What follows belongs to an exercise in optimizing a design on an open flow for small area; a production flow would make more cautious choices.
At most, simulation tests tie the RTL to the original design; equivalence was not proved.
Power is estimated from default activity; no workload was simulated.

==> flow/design.v (excerpt) <==
module M216A_TopModule(
    input        clk_i,
    input  [4:0] width_i,
    input  [4:0] height_i,
    output [7:0] index_x_o,
    output [7:0] index_y_o,
    output [3:0] strike_o,
    input        rst_i
);
clock: 6.0 ns
lec_check: 0
abc_area: 1
cap_margin: 20
core_margin: 2
core_utilization: 40
slew_margin: 20
run.sh (not shown) runs the stock make flow with config.mk's settings and CLKGATE_MAP_FILE= SYNTH_SCRIPT=/design/flow/synth_recipe.tcl, a recipe that flattens the netlist after the stock synthesis.
The starting point passed the timing, DRC and antenna checks.
Edit:
Settings changed: CTS_BUF_LIST set to sky130_fd_sc_hd__clkbuf_4, CTS_CLUSTER_SIZE set to 20, GPL_TIMING_DRIVEN set to 0.
Outcome:
- The changed run went through all stages and came out clean
- sequential power hardly moves
- total power decreases by about a fifth
- flip-flop and latch count stays the same
- final area decreases by a few percent
- via count hardly moves
- combinational power hardly moves
- clock power decreases by well over a third
No run of this note included a check of the RTL's function; only the layout flow was run.

* * *

Setup of maple:
The RTL this note starts from:
==> flow/design.v <==
module M216A_TopModule(
    input        clk_i,
    input  [4:0] width_i,
    input  [4:0] height_i,
    output [7:0] index_x_o,
    output [7:0] index_y_o,
    output [3:0] strike_o,
    input        rst_i
);
reg [2:0] c;
wire idle  = (c == 3'd0);
wire samp  = idle ? (height_i != 5'd0) : (c == 3'd4);
wire shift = (c == 3'd4);
wire fin   = (c == 3'd7);
always @(posedge clk_i or posedge rst_i) begin
    if (rst_i)
        c <= 3'd0;
    else if (fin)
        c <= 3'd4;
    else if (!idle || samp)
        c <= c + 3'd1;
end
reg [3:0] h1;
reg [4:0] w1, w2;
always @(posedge clk_i) begin
    if (samp) begin
        h1 <= height_i[3:0];
        w1 <= width_i;
    end
    if (shift)
        w2 <= w1;
end
reg [6:0] occ [0:12];
reg [6:0] ru;
reg [3:0] rid;
reg       rf;
wire [12:0] rs;      
genvar g;
generate
    for (g = 0; g <= 12; g = g + 1) begin : dec
        assign rs[g] = (rid == g);
    end
endgenerate
wire hA = (h1 == 4'd4), hB = (h1 == 4'd5), hC = (h1 == 4'd6), hD = (h1 == 4'd7),
     hE = (h1 == 4'd8), hF = (h1 == 4'd9), hG = (h1 == 4'd10), hH = (h1 == 4'd11),
     hI = (h1 == 4'd12);
wire hJ = ~(hA | hB | hC | hD | hE | hF | hG | hH | hI);
wire [12:0] s1 = {hJ, 1'b0, 1'b0, hA, hI, hB, hH, hC, hG, hD, hF, 1'b0, hE};
wire [12:0] s2 = {1'b0, rs[12], 1'b0, 1'b0, rs[6], rs[9], rs[4], rs[7], rs[2],
                  rs[5], 1'b0, rs[0], rs[3]};
wire [12:0] s3 = {1'b0, 1'b0, (rs[12] & ~rf) | (rs[11] & rf), 7'd0,
                  (rs[0] & ~rf) | (rs[1] & rf), (rs[3] & ~rf) | (rs[0] & rf), 1'b0};
wire rd1 = (c == 3'd4);
wire rd2 = (c == 3'd5);
wire rd3 = (c == 3'd6);
wire [12:0] sel = rd1 ? s1 : rd2 ? s2 : rd3 ? s3 : 13'd0;
reg [6:0] cu;
reg [3:0] cid;
integer i;
always @(*) begin
    cu  = 7'd0;
    cid = 4'd0;
    for (i = 0; i <= 12; i = i + 1) begin
        cu  = cu  | ({7{sel[i]}} & occ[i]);
        cid = cid | ({4{sel[i]}} & i[3:0]);
    end
end
wire take = rd1 | ((sel != 13'd0) & (cu < ru));
always @(posedge clk_i) begin
    if (take) begin
        ru  <= cu;
        rid <= cid;
        rf  <= rd2;
    end
end
wire       z      = (ru == 7'd0);
wire [7:0] sum    = (ru | {7{z}}) + w2;
wire       strike = sum[7] & ~z;
wire       clr  = idle;
wire [6:0] wdat = clr ? 7'd0 : sum[6:0];
always @(posedge clk_i) begin
    for (i = 0; i <= 12; i = i + 1)
        if (clr | (fin & ~strike & rs[i]))
            occ[i] <= wdat;
end
wire [3:0] yc = (rid == 4'd11) ? 4'd12 : (rid == 4'd12) ? 4'd14 : rid;
reg [6:0] xo;
reg [3:0] yo;
reg       so;
reg [3:0] cnt;
always @(posedge clk_i or posedge rst_i) begin
    if (rst_i) begin
        xo  <= 7'd0;
        yo  <= 4'd0;
        so  <= 1'b0;
        cnt <= 4'd0;
    end else if (fin) begin
        xo  <= strike ? 7'd0 : ru;
        yo  <= strike ? 4'd0 : yc;
        so  <= strike;
        cnt <= cnt + {3'd0, strike};
    end
end
wire [7:0] xdec = {1'b0, xo} + {7'd0, xo != 7'd0};
assign index_x_o = {so | xdec[7], xdec[6:0]};
assign index_y_o = {so, yo, yo == 4'd9, yo == 4'd5 || yo == 4'd7, yo == 4'd3 || yo == 4'd7};
assign strike_o  = cnt;
endmodule
export LEC_CHECK = 0
export ABC_AREA = 1
export CAP_MARGIN = 20
export CORE_MARGIN = 2
export CORE_UTILIZATION = 60
export CTS_BUF_LIST = sky130_fd_sc_hd__clkbuf_8
export CTS_CLUSTER_SIZE = 30
export GPL_TIMING_DRIVEN = 0
export SLEW_MARGIN = 20
create_clock -name core_clock -period 6.0 [get_ports {clk_i}]
standard.sh (not shown) runs the stock make flow with config.mk's settings and CLKGATE_MAP_FILE= SYNTH_SCRIPT=/design/flow/synth_recipe.tcl, a recipe that flattens the netlist after the stock synthesis.
==> flow/flow/run.sh <==
#!/bin/bash
# Layout flow: the standard synthesis, then its combinational logic is
# mapped again for area with ABC (every register instance is kept as it is,
# same name and cell), then the standard layout steps from floorplan on.
# Each tool's output goes to a log of its own in the work folder.
set -euo pipefail
W=$(pwd)
R=$W/orfs/results/$FLOW_PLATFORM/M216A_TopModule/base
LIB=$FLOW_HOME/platforms/$FLOW_PLATFORM/lib/sky130_fd_sc_hd__tt_025C_1v80.lib
YOSYS=$(dirname "$FLOW_HOME")/tools/install/yosys/bin/yosys

bash standard.sh synth > "$W/flow_synth.log" 2>&1
cp "$R/1_2_yosys.v" "$W/std_synth.v"

# register cell types in the standard netlist
FFS=$(grep -o 'sky130_fd_sc_hd__[a-z]*df[a-z0-9_]*\|sky130_fd_sc_hd__dl[a-z0-9_]*' "$W/std_synth.v" | sort -u | tr '\n' ' ')
DONT=$(sed -n '/DONT_USE_CELLS += /,/^$/p' "$FLOW_HOME/platforms/$FLOW_PLATFORM/config.mk" \
       | grep -o 'sky130_fd_sc_hd__[a-z0-9_]*' | sed 's/^/-dont_use /' | tr '\n' ' ')

# 1: combinational cells as logic, register cells kept as instances; map again
cat > "$W/remap1.ys" <<EOT
read_liberty -ignore_miss_func $LIB
read_verilog $W/std_synth.v
hierarchy -top $FLOW_TOP
setattr -mod -set keep_hierarchy 1 $FFS
flatten
opt -purge $FLOW_TOP
abc -liberty $LIB $DONT -script $W/flow/remap.abc $FLOW_TOP
cd $FLOW_TOP
select -set ports i:* o:* %u
rename -hide w:* @ports %d
opt_clean -purge
cd
select $FLOW_TOP
write_verilog -noattr -nohex -nodec -selected $W/remap1.v
EOT
"$YOSYS" -s "$W/remap1.ys" > "$W/flow_remap1.log" 2>&1

# 2: clean up as ORFS's synthesis does, with the cells as black boxes
cat > "$W/remap2.ys" <<EOT
read_liberty -lib $LIB
read_verilog $W/remap1.v
hierarchy -check -top $FLOW_TOP
splitnets
opt_clean -purge
hilomap -singleton -hicell sky130_fd_sc_hd__conb_1 HI -locell sky130_fd_sc_hd__conb_1 LO
insbuf -buf sky130_fd_sc_hd__buf_4 A X
check -assert -mapped
stat -liberty $LIB
write_verilog -noattr -nohex -nodec $W/remap.v
EOT
"$YOSYS" -s "$W/remap2.ys" > "$W/flow_remap2.log" 2>&1
cp "$W/remap.v" "$R/1_2_yosys.v"

# Clock tree as the standard flow builds it, without the dummy loads it adds
# to balance the tree.
CTS_ARGS="-sink_clustering_enable -repair_clock_nets -sink_clustering_size 30"
CTS_ARGS="$CTS_ARGS -buf_list ${CTS_BUF:-sky130_fd_sc_hd__clkbuf_8} -dont_use_dummy_load"
bash standard.sh CTS_ARGS="$CTS_ARGS" finish > "$W/flow_layout.log" 2>&1
==> flow/flow/remap.abc <==
strash
dc2
irw
dch -f
amap
topo
stime -c
Here is what was changed in the inputs of sierra compared with maple.
diff --git a/flow/flow/run.sh b/flow/flow/run.sh
--- a/flow/flow/run.sh
+++ b/flow/flow/run.sh
@@ -54,6 +54,2 @@
 
-# Clock tree as the standard flow builds it, without the dummy loads it adds
-# to balance the tree.
-CTS_ARGS="-sink_clustering_enable -repair_clock_nets -sink_clustering_size 30"
-CTS_ARGS="$CTS_ARGS -buf_list ${CTS_BUF:-sky130_fd_sc_hd__clkbuf_8} -dont_use_dummy_load"
-bash standard.sh CTS_ARGS="$CTS_ARGS" finish > "$W/flow_layout.log" 2>&1
+bash standard.sh finish > "$W/flow_layout.log" 2>&1
Findings:
- Worst hold slack after final layout: sierra vs maple up 3.1 ps
- As far as sequential cell count goes, maple and sierra are indistinguishable; the numbers are identical.
- Detailed route, sierra vs maple: via total higher for sierra
- Compared with maple, in sierra summed area of non-filler cells in the final layout increased 2.2%, number of buffers inserted by post-CTS setup repair essentially unchanged.
- Fraction of standard cell area in multi-input logic down 0.46 points in sierra wrt maple
- Going from maple to sierra, power density of the placed cells rose 7.7%, top achievable clock speed now sits at about the same level, final critical delay including setup and external delays went down by 8.8 ps, clock latency reported for the late side of the worst-skew pair roughly the same.
No run of this note included a check of the RTL's function; only the layout flow was run.

* * *

== wip/indigo ==
M216A_TopModule, a different RTL version from the one above (not shown whole).
Size in the first run: ~400 cells after synthesis, roughly 5400 um2 of cells after synthesis.
==> flow/config.mk <==
export PLATFORM = sky130hd
export DESIGN_NAME = M216A_TopModule
export DESIGN_NICKNAME = M216A_TopModule
export VERILOG_FILES = /design/flow/design.v
export SDC_FILE = /design/flow/constraint.sdc
export NUM_CORES = 4
export LEC_CHECK = 0
export ABC_AREA = 1
export CAP_MARGIN = 20
export CORE_MARGIN = 2
export CORE_UTILIZATION = 60
export CTS_BUF_LIST = sky130_fd_sc_hd__clkbuf_8
export CTS_CLUSTER_SIZE = 30
export GPL_TIMING_DRIVEN = 0
export SLEW_MARGIN = 20
==> flow/constraint.sdc <==
create_clock -name core_clock -period 6.0 [get_ports {clk_i}]
set_input_delay 1.2000 -clock core_clock [delete_from_list [all_inputs] [get_ports {clk_i}]]
set_output_delay 1.2000 -clock core_clock [all_outputs]
set_load 0.01 [all_outputs]
==> flow/flow/run.sh <==
#!/bin/bash
# Layout flow: the standard synthesis, then its combinational logic is
# mapped again for area with ABC (every register instance is kept as it is,
# same name and cell), then the standard layout steps from floorplan on.
# Each tool's output goes to a log of its own in the work folder.
set -euo pipefail
W=$(pwd)
R=$W/orfs/results/$FLOW_PLATFORM/M216A_TopModule/base
LIB=$FLOW_HOME/platforms/$FLOW_PLATFORM/lib/sky130_fd_sc_hd__tt_025C_1v80.lib
YOSYS=$(dirname "$FLOW_HOME")/tools/install/yosys/bin/yosys

bash standard.sh synth > "$W/flow_synth.log" 2>&1
cp "$R/1_2_yosys.v" "$W/std_synth.v"

# register cell types in the standard netlist
FFS=$(grep -o 'sky130_fd_sc_hd__[a-z]*df[a-z0-9_]*\|sky130_fd_sc_hd__dl[a-z0-9_]*' "$W/std_synth.v" | sort -u | tr '\n' ' ')
DONT=$(sed -n '/DONT_USE_CELLS += /,/^$/p' "$FLOW_HOME/platforms/$FLOW_PLATFORM/config.mk" \
       | grep -o 'sky130_fd_sc_hd__[a-z0-9_]*' | sed 's/^/-dont_use /' | tr '\n' ' ')

# 1: combinational cells as logic, register cells kept as instances; map again
cat > "$W/remap1.ys" <<EOT
read_liberty -ignore_miss_func $LIB
read_verilog $W/std_synth.v
hierarchy -top $FLOW_TOP
setattr -mod -set keep_hierarchy 1 $FFS
flatten
opt -purge $FLOW_TOP
abc -liberty $LIB $DONT -script $W/flow/remap.abc $FLOW_TOP
cd $FLOW_TOP
select -set ports i:* o:* %u
rename -hide w:* @ports %d
opt_clean -purge
cd
select $FLOW_TOP
write_verilog -noattr -nohex -nodec -selected $W/remap1.v
EOT
"$YOSYS" -s "$W/remap1.ys" > "$W/flow_remap1.log" 2>&1

# 2: clean up as ORFS's synthesis does, with the cells as black boxes
cat > "$W/remap2.ys" <<EOT
read_liberty -lib $LIB
read_verilog $W/remap1.v
hierarchy -check -top $FLOW_TOP
splitnets
opt_clean -purge
hilomap -singleton -hicell sky130_fd_sc_hd__conb_1 HI -locell sky130_fd_sc_hd__conb_1 LO
insbuf -buf sky130_fd_sc_hd__buf_4 A X
check -assert -mapped
stat -liberty $LIB
write_verilog -noattr -nohex -nodec $W/remap.v
EOT
"$YOSYS" -s "$W/remap2.ys" > "$W/flow_remap2.log" 2>&1
cp "$W/remap.v" "$R/1_2_yosys.v"

# Clock tree as the standard flow builds it, without the dummy loads it adds
# to balance the tree.
CTS_ARGS="-sink_clustering_enable -repair_clock_nets -sink_clustering_size 30"
CTS_ARGS="$CTS_ARGS -buf_list ${CTS_BUF:-sky130_fd_sc_hd__clkbuf_8} -dont_use_dummy_load"
bash standard.sh CTS_ARGS="$CTS_ARGS" finish > "$W/flow_layout.log" 2>&1
Scripts as last shown in full above: flow/flow/remap.abc
The following lists how wip/juniper was set up differently from wip/indigo:
- swapping 60 for 75 in CORE_UTILIZATION
-- flow/flow/run.sh --
<<< wip/indigo, line 58
CTS_ARGS="$CTS_ARGS -buf_list ${CTS_BUF:-sky130_fd_sc_hd__clkbuf_8} -dont_use_dummy_load"
bash standard.sh CTS_ARGS="$CTS_ARGS" finish > "$W/flow_layout.log" 2>&1
>>> wip/juniper, line 58
CTS_ARGS="$CTS_ARGS -buf_list ${CTS_BUF:-sky130_fd_sc_hd__clkbuf_8} -dont_use_dummy_load"
# Every input and output port gets a buffer, as in the standard flow; here
# the smallest buffer cell.
bash standard.sh CTS_ARGS="$CTS_ARGS" \
    BUFFER_PORTS_ARGS="-buffer_cell sky130_fd_sc_hd__buf_1" \
    finish > "$W/flow_layout.log" 2>&1
==> flow/flow/remap.abc <==
strash
&get -n
&deepsyn -T 60 -S 1
&put
dch -f
amap
topo
stime -c
Results
Compared with wip/indigo, wip/juniper ends up with less cell area.
wip/juniper ended up with c[1]$_DFFE_PP0P_ as its launch point of the critical path; wip/indigo ended up with c[0]$_DFFE_PP0P_.
The via count of the first global-routing pass of wip/juniper exceeds that of wip/indigo by 34.
When wip/juniper is set beside wip/indigo, its final period demand of the worst path turns out to be 0.38 ns larger.
From wip/indigo to wip/juniper the numbers moved as follows: overall die height now smaller; share of power burned in the clock network comparable.
Modified inputs, wip/fjord compared to wip/juniper
- CORE_UTILIZATION now 60, was 75
### Flow results
Against wip/juniper as the reference, wip/fjord delivers a lower number of vias in the routed layout.
wip/fjord — final critical-path share of the clock period 3.2 points lower, wip/juniper as reference
Any difference in final instance area between wip/fjord and wip/juniper is small enough to ignore.
The following lists how wip/xenon was set up differently from wip/fjord:
- SLEW_MARGIN now 0, was 20
- CAP_MARGIN now 0, was 20
Going from wip/fjord to wip/xenon, fraction of area in registers grows by 0.33 points. On worst hold-check slack: between wip/fjord and wip/xenon, it ends up lower for wip/xenon. In wip/xenon, the worst setup slack came out 0.094 ns above the value in wip/fjord. Higher number of vias in the routed layout was reported by wip/xenon, not wip/fjord. Relative to wip/fjord, the detailed-placement wirelength estimate measured on wip/xenon has decreased slightly. Share of the clock period used by the worst path after layout in wip/xenon is 1.6 points lower than in wip/fjord.

* * *

M216A_TopModule, a different RTL version from the one above (not shown whole).
For scale: ~540 cells after synthesis, roughly 140 flip-flops, about 6100 sq um of cells after synthesis.
export LEC_CHECK = 0
export ABC_AREA = 1
export CAP_MARGIN = 20
export CORE_MARGIN = 2
export CORE_UTILIZATION = 60
export CTS_BUF_LIST = sky130_fd_sc_hd__clkbuf_8
export CTS_CLUSTER_SIZE = 30
export GPL_TIMING_DRIVEN = 0
export SLEW_MARGIN = 20
create_clock -name core_clock -period 6.0 [get_ports {clk_i}]
run.sh (not shown) runs the stock make flow with config.mk's settings and CLKGATE_MAP_FILE= SYNTH_SCRIPT=/design/flow/synth_recipe.tcl, a recipe that flattens the netlist after the stock synthesis.
Stock flow here: none of the scripts above is used.
The first run completed without violations.
==> next run, changes <==
CTS_CLUSTER_DIAMETER = 200   (was not set)
CTS_CLUSTER_SIZE = 50   (was 30)
Result: Setup slack is unchanged; synthesized cell count does not change; wire length does not change; first-iteration DRC count is unchanged; sequential cell count is unchanged; via count is unchanged; critical path depth does not change; power does not change.

==> separate check: timing with driven ports <==
The results above use ideal ports. As a check the final layouts listed here were re-extracted and re-timed, cells and wires unchanged. Step 1 assumes that a clkbuf_16 drives the clock port and a buf_2 every other input. Step 2, shift: input delay + t, output delay - t, t = (earliest + latest rising clock arrival at the registers) / 2. This alone moves slack from input paths to output paths. Slacks: ideal ports / drivers / drivers and shift; pairs: ideal ports / drivers.
run | t, ns | setup WS [ns] | hold WS [ns]
the first run of note 1 | 0.456 | 1.066 / 1.066 / 1.066 | 0.414 / 0.414 / 0.414
the second run of note 1 | 0.603 | 0.985 / 0.985 / 0.985 | 0.429 / 0.429 / 0.429
maple | 0.471 | 1.250 / 1.250 / 1.250 | 0.420 / 0.420 / 0.420
sierra | 0.485 | 1.259 / 1.259 / 1.259 | 0.423 / 0.423 / 0.423
wip/indigo | 0.454 | 0.758 / 0.758 / 0.758 | 0.424 / 0.424 / 0.424
wip/juniper | 0.455 | 0.379 / 0.379 / 0.379 | 0.417 / 0.417 / 0.417
wip/fjord | 0.442 | 0.572 / 0.572 / 0.572 | 0.419 / 0.419 / 0.419
wip/xenon | 0.458 | 0.667 / 0.667 / 0.667 | 0.408 / 0.408 / 0.408
the first run of note 4 | 0.459 | 1.954 / 1.954 / 1.954 | 0.423 / 0.423 / 0.423
the second run of note 4 | 0.459 | 1.954 / 1.954 / 1.954 | 0.423 / 0.423 / 0.423
After both steps every run listed still meets setup and hold.
